This is an optimization exercise on Yosys and OpenROAD, whose aim is small area, not a production implementation.
In this exercise RTL edits were held to simulation tests only and were not proved equivalent to the original.
Power and IR drop assume default switching activity.

$ cat design/flow/design.v
`timescale 1ns / 1ps
module axi_timer_averager_functional (
    input  logic        CLK            ,
    input  logic        RESET          ,
    input  logic        START_TIMER    ,
    input  logic        STOP_TIMER     ,
    input  logic        AVG_MSMT_ENABLE,
    input  logic [ 4:0] AVG_MSMT_LIMIT ,
    output logic [31:0] MSMT_VALUE     ,
    output logic        MSMT_VALID     ,
    output logic [63:0] AVG_MSMT_VALUE ,
    output logic [31:0] MSMT_COUNT     ,
    input  logic [ 3:0] LOAD_EN        ,
    input  logic [31:0] LOAD_DATA      ,
    input  logic [ 3:0] LOAD_STRB      
);
    function automatic logic [31:0] merge_bytes(input logic [31:0] old_value, input logic [31:0] new_value, input logic [3:0] strb);
        for (int b = 0; b < 4; b++)
            merge_bytes[b*8 +: 8] = strb[b] ? new_value[b*8 +: 8] : old_value[b*8 +: 8];
    endfunction
    logic d_start_timer;
    logic start_event  ;
    logic d_stop_timer;
    logic stop_event  ;
    localparam logic IDLE_ST = 1'b0;
    localparam logic MSMT_ST = 1'b1;
    logic [31:0] measurement_value;
    logic current_state;
    logic [31:0] avg_msmt_count;
    logic [31:0] avg_msmt_limit;
    logic [63:0] avg_msmt_value        ;
    logic [63:0] avg_msmt_value_shifted;
    logic        avg_msmt_value_valid  ;
    logic [31:0] avg_msmt_limit_rom [0:31];
    always_comb begin
        for (int i = 0; i < 32; i++)
            avg_msmt_limit_rom[i] = 32'h00000001 << i;
    end
    logic d_avg_msmt_enable;
    logic avg_msmt_event;
    always_ff @(posedge CLK) begin : MSMT_COUNT_processing  
        if (RESET)
            MSMT_COUNT <= 32'd1;
        else
            MSMT_COUNT <= avg_msmt_count + 1;
    end 
    always_comb begin 
        MSMT_VALUE = measurement_value;
    end 
    always_ff @(posedge CLK) begin 
        if (RESET)
            d_start_timer <= 1'b0;
        else
            d_start_timer <= START_TIMER ;
    end 
    always_ff @(posedge CLK) begin 
        if (RESET) begin 
            start_event <= 1'b0;
        end else if (!d_start_timer & START_TIMER) begin 
            start_event <= 1'b1;
        end else begin 
            start_event <= 1'b0;
        end 
    end 
    always_ff @(posedge CLK) begin 
        if (RESET)
            d_stop_timer <= 1'b0;
        else
            d_stop_timer <= STOP_TIMER;
    end 
    always_ff @(posedge CLK) begin 
        if (RESET) begin 
            stop_event <= 1'b0;
        end else if (!d_stop_timer & STOP_TIMER) begin 
            stop_event <= 1'b1;
        end else begin 
            stop_event <= 1'b0;
        end 
    end 
    always_ff @(posedge CLK) begin : current_state_processing 
        if (RESET) begin 
            current_state <= IDLE_ST;
        end else begin 
            case (current_state)
                IDLE_ST : 
                    if (start_event) begin 
                        current_state <= MSMT_ST;
                    end else begin 
                        current_state <= current_state;
                    end 
                MSMT_ST : 
                    if (stop_event) begin 
                        current_state <= IDLE_ST;
                    end else begin 
                        current_state <= current_state;
                    end 
                default : 
                    current_state <= current_state;
            endcase  
        end 
    end 
    always_ff @(posedge CLK) begin : measurement_value_processing 
        if (RESET) begin 
            measurement_value <= '0;
        end else if (LOAD_EN[3]) begin 
            measurement_value <= merge_bytes(measurement_value, LOAD_DATA, LOAD_STRB);
        end else begin 
            case (current_state)
                MSMT_ST : 
                    measurement_value <= measurement_value + 1;
                default : 
                    measurement_value <= '0;
            endcase  
        end 
    end 
    always_ff @(posedge CLK) begin : MSMT_VALID_processing 
        if (RESET) begin 
            MSMT_VALID <= 1'b0;
        end else begin 
            case (current_state) 
                MSMT_ST : 
                    if (stop_event) begin 
                        MSMT_VALID <= 1'b1;
                    end else begin 
                        MSMT_VALID <= 1'b0;
                    end 
                default : 
                    MSMT_VALID <= 1'b0;
            endcase  
        end 
    end 
    always_ff @(posedge CLK) begin : avg_msmt_count_processing 
        if (RESET) begin 
            avg_msmt_count <= '0;
        end else if (LOAD_EN[2]) begin 
            avg_msmt_count <= merge_bytes(avg_msmt_count, LOAD_DATA, LOAD_STRB);
        end else if ((avg_msmt_count == avg_msmt_limit) | !AVG_MSMT_ENABLE) begin 
            avg_msmt_count <= '0;
        end else begin 
            if (MSMT_VALID) begin 
                avg_msmt_count <= avg_msmt_count + 1;
            end else begin 
                avg_msmt_count <= avg_msmt_count;
            end 
        end 
    end 
    always_ff @(posedge CLK) begin : d_avg_msmt_enable_processing 
        if (RESET)
            d_avg_msmt_enable <= 1'b0;
        else
            d_avg_msmt_enable <= AVG_MSMT_ENABLE;
    end 
    always_ff @(posedge CLK) begin 
        if (RESET) begin 
            avg_msmt_event <= 1'b0;
        end else if (AVG_MSMT_ENABLE & !d_avg_msmt_enable) begin 
            avg_msmt_event <= 1'b1;
        end else begin 
            avg_msmt_event <= 1'b0;
        end 
    end 
    always_ff @(posedge CLK) begin : avg_msmt_limit_processing 
        if (RESET) begin 
            avg_msmt_limit <= '0;
        end else if (avg_msmt_event) begin 
            avg_msmt_limit <= avg_msmt_limit_rom[AVG_MSMT_LIMIT];
        end else begin 
            avg_msmt_limit <= avg_msmt_limit;
        end 
    end 
    always_ff @(posedge CLK) begin : avg_msmt_value_processing 
        if (RESET) begin 
            avg_msmt_value <= '0;
        end else if (LOAD_EN[0]) begin 
            avg_msmt_value[31:0] <= merge_bytes(avg_msmt_value[31:0], LOAD_DATA, LOAD_STRB);
        end else if (LOAD_EN[1]) begin 
            avg_msmt_value[63:32] <= merge_bytes(avg_msmt_value[63:32], LOAD_DATA, LOAD_STRB);
        end else if (avg_msmt_limit == avg_msmt_count) begin 
            avg_msmt_value <= '0;
        end else begin 
            if (AVG_MSMT_ENABLE) begin 
                if (MSMT_VALID) begin 
                        avg_msmt_value <= avg_msmt_value + measurement_value;
                end else begin 
                    avg_msmt_value <= avg_msmt_value;
                end 
            end else begin 
                avg_msmt_value <= '0;
            end 
        end 
    end 
    always_ff @(posedge CLK) begin : avg_msmt_value_shifted_processing 
        if (RESET) begin 
            avg_msmt_value_shifted <= '0;
        end else begin 
            case (AVG_MSMT_LIMIT) 
                5'h00   : avg_msmt_value_shifted <= avg_msmt_value[63:0];
                5'h01   : avg_msmt_value_shifted <= avg_msmt_value[63:1];
                5'h02   : avg_msmt_value_shifted <= avg_msmt_value[63:2];
                5'h03   : avg_msmt_value_shifted <= avg_msmt_value[63:3];
                5'h04   : avg_msmt_value_shifted <= avg_msmt_value[63:4];
                5'h05   : avg_msmt_value_shifted <= avg_msmt_value[63:5];
                5'h06   : avg_msmt_value_shifted <= avg_msmt_value[63:6];
                5'h07   : avg_msmt_value_shifted <= avg_msmt_value[63:7];
                5'h08   : avg_msmt_value_shifted <= avg_msmt_value[63:8];
                5'h09   : avg_msmt_value_shifted <= avg_msmt_value[63:9];
                5'h0a   : avg_msmt_value_shifted <= avg_msmt_value[63:10];
                5'h0b   : avg_msmt_value_shifted <= avg_msmt_value[63:11];
                5'h0c   : avg_msmt_value_shifted <= avg_msmt_value[63:12];
                5'h0d   : avg_msmt_value_shifted <= avg_msmt_value[63:13];
                5'h0e   : avg_msmt_value_shifted <= avg_msmt_value[63:14];
                5'h0f   : avg_msmt_value_shifted <= avg_msmt_value[63:15];
                5'h10   : avg_msmt_value_shifted <= avg_msmt_value[63:16];
                5'h11   : avg_msmt_value_shifted <= avg_msmt_value[63:17];
                5'h12   : avg_msmt_value_shifted <= avg_msmt_value[63:18];
                5'h13   : avg_msmt_value_shifted <= avg_msmt_value[63:19];
                5'h14   : avg_msmt_value_shifted <= avg_msmt_value[63:20];
                5'h15   : avg_msmt_value_shifted <= avg_msmt_value[63:21];
                5'h16   : avg_msmt_value_shifted <= avg_msmt_value[63:22];
                5'h17   : avg_msmt_value_shifted <= avg_msmt_value[63:23];
                5'h18   : avg_msmt_value_shifted <= avg_msmt_value[63:24];
                5'h19   : avg_msmt_value_shifted <= avg_msmt_value[63:25];
                5'h1a   : avg_msmt_value_shifted <= avg_msmt_value[63:26];
                5'h1b   : avg_msmt_value_shifted <= avg_msmt_value[63:27];
                5'h1c   : avg_msmt_value_shifted <= avg_msmt_value[63:28];
                5'h1d   : avg_msmt_value_shifted <= avg_msmt_value[63:29];
                5'h1e   : avg_msmt_value_shifted <= avg_msmt_value[63:30];
                5'h1f   : avg_msmt_value_shifted <= avg_msmt_value[63:31];
                default : avg_msmt_value_shifted <= avg_msmt_value[63:31];
            endcase  
        end 
    end 
    always_ff @(posedge CLK) begin : avg_msmt_value_valid_processing 
        if (RESET) begin 
            avg_msmt_value_valid <= 1'b0;
        end else if (avg_msmt_count == avg_msmt_limit) begin 
            avg_msmt_value_valid <= 1'b1;
        end else begin 
            avg_msmt_value_valid <= 1'b0;
        end 
    end
    always_ff @(posedge CLK) begin 
        if (RESET) begin 
            AVG_MSMT_VALUE <= '0;
        end else if (avg_msmt_value_valid) begin 
            AVG_MSMT_VALUE <= avg_msmt_value_shifted;
        end else begin 
            AVG_MSMT_VALUE <= AVG_MSMT_VALUE;
        end 
    end 
endmodule
`timescale 1 ns / 1 ps
module axi_timer_averager #(
    parameter integer DEFAULT_SAMPLES_SERIE = 2,
    parameter integer S_AXI_LITE_DATA_WIDTH = 32  ,
    parameter integer S_AXI_LITE_ADDR_WIDTH = 32
) (
    input  logic                                 CLK               ,
    input  logic                                 RESETN            ,
    input  logic [    S_AXI_LITE_ADDR_WIDTH-1:0] S_AXI_LITE_AWADDR ,
    input  logic [                          2:0] S_AXI_LITE_AWPROT ,
    input  logic                                 S_AXI_LITE_AWVALID,
    output logic                                 S_AXI_LITE_AWREADY,
    input  logic [    S_AXI_LITE_DATA_WIDTH-1:0] S_AXI_LITE_WDATA  ,
    input  logic [(S_AXI_LITE_DATA_WIDTH/8)-1:0] S_AXI_LITE_WSTRB  ,
    input  logic                                 S_AXI_LITE_WVALID ,
    output logic                                 S_AXI_LITE_WREADY ,
    output logic [                          1:0] S_AXI_LITE_BRESP  ,
    output logic                                 S_AXI_LITE_BVALID ,
    input  logic                                 S_AXI_LITE_BREADY ,
    input  logic [    S_AXI_LITE_ADDR_WIDTH-1:0] S_AXI_LITE_ARADDR ,
    input  logic [                          2:0] S_AXI_LITE_ARPROT ,
    input  logic                                 S_AXI_LITE_ARVALID,
    output logic                                 S_AXI_LITE_ARREADY,
    output logic [    S_AXI_LITE_DATA_WIDTH-1:0] S_AXI_LITE_RDATA  ,
    output logic [                          1:0] S_AXI_LITE_RRESP  ,
    output logic                                 S_AXI_LITE_RVALID ,
    input  logic                                 S_AXI_LITE_RREADY ,
    output logic [                         31:0] MSMT_VALUE        ,
    output logic                                 MSMT_VALID        ,
    input  logic                                 INTR
);
    logic [S_AXI_LITE_ADDR_WIDTH-1:0] axi_awaddr ;
    logic                             axi_awready;
    logic                             axi_wready ;
    logic [                      1:0] axi_bresp  ;
    logic                             axi_bvalid ;
    logic [S_AXI_LITE_ADDR_WIDTH-1:0] axi_araddr ;
    logic                             axi_arready;
    logic [S_AXI_LITE_DATA_WIDTH-1:0] axi_rdata  ;
    logic [                      1:0] axi_rresp  ;
    logic                             axi_rvalid ;
    localparam integer ADDR_LSB          = (S_AXI_LITE_DATA_WIDTH/32) + 1;
    localparam integer OPT_MEM_ADDR_BITS = 5                             ;
    logic                                                            slv_reg_rden                          ;
    logic                                                            slv_reg_wren                          ;
    logic [S_AXI_LITE_DATA_WIDTH-1:0]                                reg_data_out                          ;
    logic                                                            aw_en                                 ;
    logic        start_timer       ;
    logic        stop_timer        ;
    logic        avg_msmt_enable   ;
    logic [ 4:0] avg_msmt_limit    ;
    logic [31:0] msmt_count_reg    ;
    logic [63:0] avg_msmt_value_reg;
    logic [ 3:0] load_en           ;
    always_comb begin : S_AXI_LITE_processing 
        S_AXI_LITE_AWREADY = axi_awready;
        S_AXI_LITE_WREADY  = axi_wready;
        S_AXI_LITE_BRESP   = axi_bresp;
        S_AXI_LITE_BVALID  = axi_bvalid;
        S_AXI_LITE_ARREADY = axi_arready;
        S_AXI_LITE_RDATA   = axi_rdata;
        S_AXI_LITE_RRESP   = axi_rresp;
    end 
    always_ff @( posedge CLK ) begin : S_AXI_LITE_RVALID_proc
        if (~RESETN)
            S_AXI_LITE_RVALID <= 1'b0;
        else
            S_AXI_LITE_RVALID <= axi_rvalid;
    end 
    always_ff @( posedge CLK ) begin : axi_awready_proc
        if (~RESETN)
            axi_awready <= 1'b0;
        else    
            if (~axi_awready & S_AXI_LITE_AWVALID & S_AXI_LITE_WVALID & aw_en)
                axi_awready <= 1'b1;
            else 
                if (S_AXI_LITE_BREADY & axi_bvalid)
                    axi_awready <= 1'b0;
                else
                    axi_awready <= 1'b0;
    end       
    always_ff @( posedge CLK ) begin : aw_en_proc
        if (~RESETN)
            aw_en <= 1'b1;
        else
            if (~axi_awready & S_AXI_LITE_AWVALID & S_AXI_LITE_WVALID & aw_en)
                aw_en <= 1'b0;
            else 
                if (S_AXI_LITE_BREADY & axi_bvalid)
                    aw_en <= 1'b1;
    end       
    always_ff @( posedge CLK ) begin : axi_awaddr_proc
        if (~RESETN)
            axi_awaddr <= '0;
        else
            if (~axi_awready & S_AXI_LITE_AWVALID & S_AXI_LITE_WVALID & aw_en)
                axi_awaddr <= S_AXI_LITE_AWADDR;
    end       
    always_ff @( posedge CLK ) begin : axi_wready_proc
        if (~RESETN)
            axi_wready <= 1'b0;
        else    
            if (~axi_wready & S_AXI_LITE_WVALID & S_AXI_LITE_AWVALID & aw_en )
                axi_wready <= 1'b1;
            else
                axi_wready <= 1'b0;
    end       
    always_comb begin : slv_reg_wren_processing  
        slv_reg_wren = axi_wready & S_AXI_LITE_WVALID & axi_awready & S_AXI_LITE_AWVALID;
    end
    always_ff @( posedge CLK ) begin : axi_bvalid_proc
        if (~RESETN)
            axi_bvalid  <= 1'b0;
        else
            if (axi_awready & S_AXI_LITE_AWVALID & ~axi_bvalid & axi_wready & S_AXI_LITE_WVALID)
                axi_bvalid <= 1'b1;
            else
                if (S_AXI_LITE_BREADY & axi_bvalid)
                    axi_bvalid <= 1'b0; 
    end   
    always_ff @( posedge CLK ) begin : axi_bresp_proc
        if (~RESETN)
            axi_bresp   <= 2'b0;
        else
            if (axi_awready & S_AXI_LITE_AWVALID & ~axi_bvalid & axi_wready & S_AXI_LITE_WVALID)
                axi_bresp  <= 2'b0;  
    end   
    always_ff @( posedge CLK ) begin : axi_arready_proc
        if (~RESETN)
            axi_arready <= 1'b0;
        else    
            if (~axi_arready & S_AXI_LITE_ARVALID)
                axi_arready <= 1'b1;
            else
                axi_arready <= 1'b0;
    end       
    always_ff @( posedge CLK ) begin : axi_araddr_proc
        if (~RESETN)
            axi_araddr  <= 32'b0;
        else    
            if (~axi_arready & S_AXI_LITE_ARVALID)
                axi_araddr  <= S_AXI_LITE_ARADDR;
    end       
    always_ff @( posedge CLK ) begin : axi_rvalid_proc
        if (~RESETN)
            axi_rvalid <= 1'b0;
        else
            if (axi_arready & S_AXI_LITE_ARVALID & ~axi_rvalid)
                axi_rvalid <= 1'b1;
            else 
                if (axi_rvalid & S_AXI_LITE_RREADY)
                    axi_rvalid <= 1'b0;
    end    
    always_ff @( posedge CLK ) begin : axi_rresp_proc
        if (~RESETN)
            axi_rresp  <= '0;
        else
            if (axi_arready & S_AXI_LITE_ARVALID & ~axi_rvalid)
                axi_rresp  <= 2'b0;  
    end    
    always_ff @(posedge CLK) begin : slv_reg_rden_proc
        if (~RESETN)
            slv_reg_rden <= 1'b0;
        else
            slv_reg_rden <= axi_arready & S_AXI_LITE_ARVALID & ~axi_rvalid;
    end 
    always_ff @(posedge CLK) begin
        if (~RESETN)
            reg_data_out <= '0;
        else
        case ( axi_araddr[ADDR_LSB+OPT_MEM_ADDR_BITS:ADDR_LSB] )
            8'h00   : reg_data_out <= {31'b0, stop_timer};
            8'h01   : reg_data_out <= {16'b0, 3'b0, avg_msmt_limit, 7'b0, avg_msmt_enable};
            8'h02   : reg_data_out <= avg_msmt_value_reg[31:0];
            8'h03   : reg_data_out <= avg_msmt_value_reg[63:32];
            8'h04   : reg_data_out <= msmt_count_reg[31:0];
            default : reg_data_out <= '0;
        endcase
    end
    always_ff @(posedge CLK) begin
        if (~RESETN)
            axi_rdata <= '0;
        else if (slv_reg_rden)
            axi_rdata <= reg_data_out;      
    end    
    always_ff @(posedge CLK) begin : stop_timer_processing 
        if (~RESETN) begin 
            stop_timer <= 1'b0;
        end else begin 
            if (slv_reg_wren) begin 
                if (axi_awaddr[ADDR_LSB + OPT_MEM_ADDR_BITS : ADDR_LSB] == 0) begin 
                    if (S_AXI_LITE_WSTRB[0]) begin 
                        stop_timer <= S_AXI_LITE_WDATA[0];
                    end else begin 
                        stop_timer <= 1'b0;
                    end 
                end else begin 
                    stop_timer <= 1'b0;
                end 
            end else begin 
                stop_timer <= 1'b0;
            end 
        end 
    end 
    always_ff @(posedge CLK) begin : avg_msmt_enable_processing 
        if (~RESETN) begin 
            avg_msmt_enable <= 1'b0;
        end else begin 
            if (slv_reg_wren) begin 
                if (axi_awaddr[ADDR_LSB + OPT_MEM_ADDR_BITS : ADDR_LSB] == 1) begin 
                    if (S_AXI_LITE_WSTRB[0]) begin 
                        avg_msmt_enable <= S_AXI_LITE_WDATA[0];
                    end else begin 
                        avg_msmt_enable <= avg_msmt_enable;
                    end 
                end else begin 
                    avg_msmt_enable <= avg_msmt_enable;
                end 
            end else begin 
                avg_msmt_enable <= avg_msmt_enable;
            end 
        end 
    end 
    always_ff @(posedge CLK) begin : avg_msmt_limit_processing 
        if (~RESETN) begin 
            avg_msmt_limit <= DEFAULT_SAMPLES_SERIE;
        end else begin 
            if (slv_reg_wren) begin 
                if (axi_awaddr[ADDR_LSB + OPT_MEM_ADDR_BITS : ADDR_LSB] == 1) begin 
                    if (S_AXI_LITE_WSTRB[1]) begin 
                        avg_msmt_limit <= S_AXI_LITE_WDATA[12:8];
                    end else begin 
                        avg_msmt_limit <= avg_msmt_limit;
                    end 
                end else begin 
                    avg_msmt_limit <= avg_msmt_limit;
                end 
            end else begin 
                avg_msmt_limit <= avg_msmt_limit;
            end 
        end 
    end 
    always_ff @(posedge CLK) begin : start_timer_processing 
        if (~RESETN)
            start_timer <= 1'b0;
        else
            start_timer <= INTR;
    end 
    always_comb begin : load_en_processing 
        load_en[0] = slv_reg_wren & (axi_awaddr[ADDR_LSB + OPT_MEM_ADDR_BITS : ADDR_LSB] == 2);
        load_en[1] = slv_reg_wren & (axi_awaddr[ADDR_LSB + OPT_MEM_ADDR_BITS : ADDR_LSB] == 3);
        load_en[2] = slv_reg_wren & (axi_awaddr[ADDR_LSB + OPT_MEM_ADDR_BITS : ADDR_LSB] == 4);
        load_en[3] = slv_reg_wren & (axi_awaddr[ADDR_LSB + OPT_MEM_ADDR_BITS : ADDR_LSB] == 5);
    end
    axi_timer_averager_functional axi_timer_averager_functional_inst (
        .CLK            (CLK               ),
        .RESET          (~RESETN           ),
        .START_TIMER    (start_timer       ),
        .STOP_TIMER     (stop_timer        ),
        .AVG_MSMT_ENABLE(avg_msmt_enable   ),
        .AVG_MSMT_LIMIT (avg_msmt_limit    ),
        .MSMT_VALUE     (MSMT_VALUE        ),
        .MSMT_VALID     (MSMT_VALID        ),
        .AVG_MSMT_VALUE (avg_msmt_value_reg),
        .MSMT_COUNT     (msmt_count_reg    ),
        .LOAD_EN        (load_en           ),
        .LOAD_DATA      (S_AXI_LITE_WDATA  ),
        .LOAD_STRB      (S_AXI_LITE_WSTRB  )
    );
endmodule
$ cat design/flow/run.sh
#!/bin/bash
# synth_recipe.tcl (not shown) runs the flow's synth.tcl, then flattens the netlist and writes it again
# the make line also repeats each setting of config.mk as NAME=value (left out here)
make -C /OpenROAD-flow-scripts/flow DESIGN_CONFIG=/design/flow/config.mk WORK_HOME=/design/flow/orfs CLKGATE_MAP_FILE= SYNTH_SCRIPT=/design/flow/synth_recipe.tcl finish
$ cat design/flow/config.mk
export PLATFORM = sky130hd
export DESIGN_NAME = axi_timer_averager
export DESIGN_NICKNAME = axi_timer_averager
export VERILOG_FILES = /design/flow/design.v
export SDC_FILE = /design/flow/constraint.sdc
export NUM_CORES = 4
export LEC_CHECK = 0
export CAP_MARGIN = 20
export CELL_PAD_IN_SITES_DETAIL_PLACEMENT = 1
export CELL_PAD_IN_SITES_GLOBAL_PLACEMENT = 2
export CORE_MARGIN = 2
export CORE_UTILIZATION = 35
export GPL_ROUTABILITY_DRIVEN = 1
export SLEW_MARGIN = 20
$ cat design/flow/constraint.sdc
create_clock -name core_clock -period 8.0 [get_ports {CLK}]
set_input_delay 1.6000 -clock core_clock [delete_from_list [all_inputs] [get_ports {CLK}]]
set_output_delay 1.6000 -clock core_clock [all_outputs]
set_load 0.01 [all_outputs]
==> impl_metrics.toml <==
[drt]
routed_wl_um = 164000
drcViolationCount = 0
vias = 32900
via_per_inst = 7.35
wire_per_inst_um = 36.7
firstDrtPassIters = 9
drt_iter0_drc = 4588
ant_nets = 0

[setup_path]
end_kind = "register"
criticalPathCategory = "in -> reg"
ff2ff_path_depth = 7
crit_start = "S_AXI_LITE_WVALID"
r2r_slack_ns = 3.56
required_ns = 8.50
worstPathMaxFanout = 36
cp.arrival_ns = 4.97
crit_path_start_kind = "input port"
r2r_start = "avg_msmt_limit[1]"

[run]
max-cap-violations = 0

[timing]
slew_viol_final = 0
worst_pin_slew_ns = 1.33
fin_crit_sh = 0.558
tns_ns = 0
timing.fmax_mhz = 224
setup_viol = 0
rsz0062_at_grt = "no"
hold_viol = 0
skew_ns = 0.0441
min_period_ns = 4.46
setup_slack_ns = 3.54
maxSlewHeadroom = 0.111

[floorplanning]
rows = 104
io_pins = 188
die_y_um = 289
die-area_um2 = 83500
core_area_um2 = 80400
initial_core_util = 0.353
fp.dieW_um = 289

[yosys]
syn_area_per_cell_um2 = 7.94
synth_area_leader_cell = "dfxtp_1"
synth_commonest_cells = "nor2_1, dfxtp_1, clkbuf_1"
synthArstFlopShare = 0
synth_xor_area_frac = 0.0280
synth.top_cell.area_share = 0.297
synth_top_family_by_area = "compound AO/OA/AOI/OAI gates"
syn_inst = 3579
synthSimpleGateAreaFrac = 0.184
synth_flop_cell = "dfxtp_1"
synth_seq_cells = 421
synth.area.mux_share = 0.0575
ys_seq_area_frac = 0.297
synth_compound_area_frac = 0.346
netlist_area_um2 = 28400
ys_top_cells_by_area = "dfxtp_1, a221oi_1, a22oi_1"
synth.most_common_cell = "nor2_1"
synth_cell_type_count = 94
yosysWarnings = 3
synth_fa_ha_area_frac = 0.0157
synth-edff-count = 0

[clocking]
cts.repair.resized = 0
clk_latency_ns = 0.65
cts_max_level = 2
postCtsSetupBuffers = 0
cts_buffer_depth = 3
clkTransAtPathRegs_ns = 0.06
cts_tree = "built"
cts_sinks = 421
root_buffer = "clkbuf_16"
numCtsBuffers = 51
ctsHoldBuffers = 0

[hold_path]
hold_path.class = "reg -> reg"

[outcome]
status = "finished clean"

[placed_design]
dp_slack_ns = 2.89
hpwl_um = 96700
placed_cell_area_um2 = 30100
place_congestion = 0.887
port-buffer-count = 125

[pwr]
intPower_mw = 3.62
comb_power_share = 0.039
finalPower_mw = 4.79
leakage_nw = 10.9
seqPwrFrac = 0.441
power_density_nw_per_um2 = 150
switching_share = 0.245
clkPwrFrac = 0.520
ir_worst_vdd_mv = 0.152
power.switching_mw = 1.17

[grt]
grtUsageTotal = 0.380
met2_usage = 0.583
antenna_found_initial = 16
grt_overflow = 0
grt_pass1_vias = 33500
grt_use_met3 = 0.111
grt_max_degree = 183
grt_pass1_wl_um = 237000
use_met1 = 0.480
grt-busiest-layer = "met2"

[layout]
drive_above_1_share = 0.0830
stdcell_area_um2 = 31900
syn_to_final_growth_pct = 12.3
finalNetCount = 3516
final_util = 0.397
==> worst max-delay path, cell delays in order <==
cell             delay, ns
clkdlybuf4s50_1       0.49
nand4_1               0.25
or3_1                 0.55
nor2_4                0.77
nand2_1               0.24
o21ai_1               0.53
nand2_1               0.21
o311ai_1              0.17
a31oi_1               0.13
==> cell type report <==
class	instances	area (µm²)
fillers	9421	48500
multi-input cells	2638	18200
flip-flops and latches	421	8440
repair buffers	226	2020
clock buffers	68	1430
well taps	1060	1330
clock inverters	26	352
inverters	29	116
diodes	2	5.00
==> power groups by stage <==
stage / combinational (mW) / clock [mW] / sequential, mW
finish: 0.188 / 2.49 / 2.11
global route: 0.198 / 2.64 / 2.11
CTS: 0.187 / 2.54 / 2.11
detailed placement: 0.187 / 0 / 2.16
global placement: 0.184 / 0 / 2.16
floorplan: 0.0891 / 0 / 2.15
==> layout by cell type (no fill, tap or decap), types with 86 or more instances in the layout <==
| master | Yosys | routed |
|---|---|---|
| a21oi_1 | 132 | 132 |
| a221oi_1 | 226 | 226 |
| a22o_1 | 210 | 210 |
| a22oi_1 | 257 | 257 |
| buf_4 | 5 | 99 |
| clkdlybuf4s50_1 | 0 | 124 |
| dfxtp_1 | 421 | 416 |
| mux2i_1 | 161 | 161 |
| nand2_1 | 142 | 141 |
| nand4_1 | 141 | 141 |
| nor2_1 | 425 | 391 |
| nor3_1 | 95 | 92 |
| o21ai_0 | 86 | 86 |
==> per-layer routing <==
| metal | up-vias | wire, µm |
|---|---|---|
| li1 | 13500 | - |
| met1 | 16300 | 64500 |
| met2 | 2342 | 71400 |
| met3 | 704 | 18600 |
| met4 | 10 | 9510 |
| met5 | - | 180 |
==> stage by stage <==
step                      cells  hold slack, ns
after floorplan            3582           0.367
after global placement     4372           0.372
final                      4470           0.389
after global routing       4468           0.398
after detailed placement   4372           0.381
after CTS                  4466           0.394
==> cell families (layout without fill, tap and decap cells) <==
kind of cell | after synthesis | count (layout)
xor+xnor | 91 | 91
mux | 163 | 163
fa+ha+maj | 35 | 35
flops | 421 | 421
simple gates | 1078 | 1078
buf+inv | 523 | 349
compound gates | 1267 | 1267
other cells | 1 | 6
==> worst min path at each step <==
stage	end	depth (start not counted)	from
CTS	axi_timer_averager_functional_inst.stop_event	1	axi_timer_averager_functional_inst.d_stop_timer
detailed placement	axi_timer_averager_functional_inst.avg_msmt_event	1	register
global route	axi_timer_averager_functional_inst.stop_event	1	axi_timer_averager_functional_inst.d_stop_timer
floorplan	axi_timer_averager_functional_inst.avg_msmt_event	1	register
global placement	axi_timer_averager_functional_inst.start_event	1	axi_timer_averager_functional_inst.d_start_timer
finish	axi_timer_averager_functional_inst.start_event	1	axi_timer_averager_functional_inst.d_start_timer

static timing again, ports no longer ideal:
In the flow no input, the clock included, has a driving cell. The finished layout below was timed again as built, in two steps. Step 1 assumes that a clkbuf_16 drives the clock port and a buf_2 every other input. Step 2 moves the port delays by t, midway between the first and last clock arrival at a register: inputs arrive t later, outputs are due t later. That takes back most of the time a late clock gives input paths. Slacks: no drivers / after step 1 / after step 2; pairs: no drivers / after step 1.
shift t [ns]: 0.692
slack for setup (ns): 3.539 / 3.563 / 2.874
slew at the worst register clock pin (ns): 0.07 / 0.07
pins driven straight from the clock port: 1
After both steps setup and hold are still met in this run. For this run, drivers alone change the setup slack by +0.024 ns; drivers and shift together by -0.665 ns.
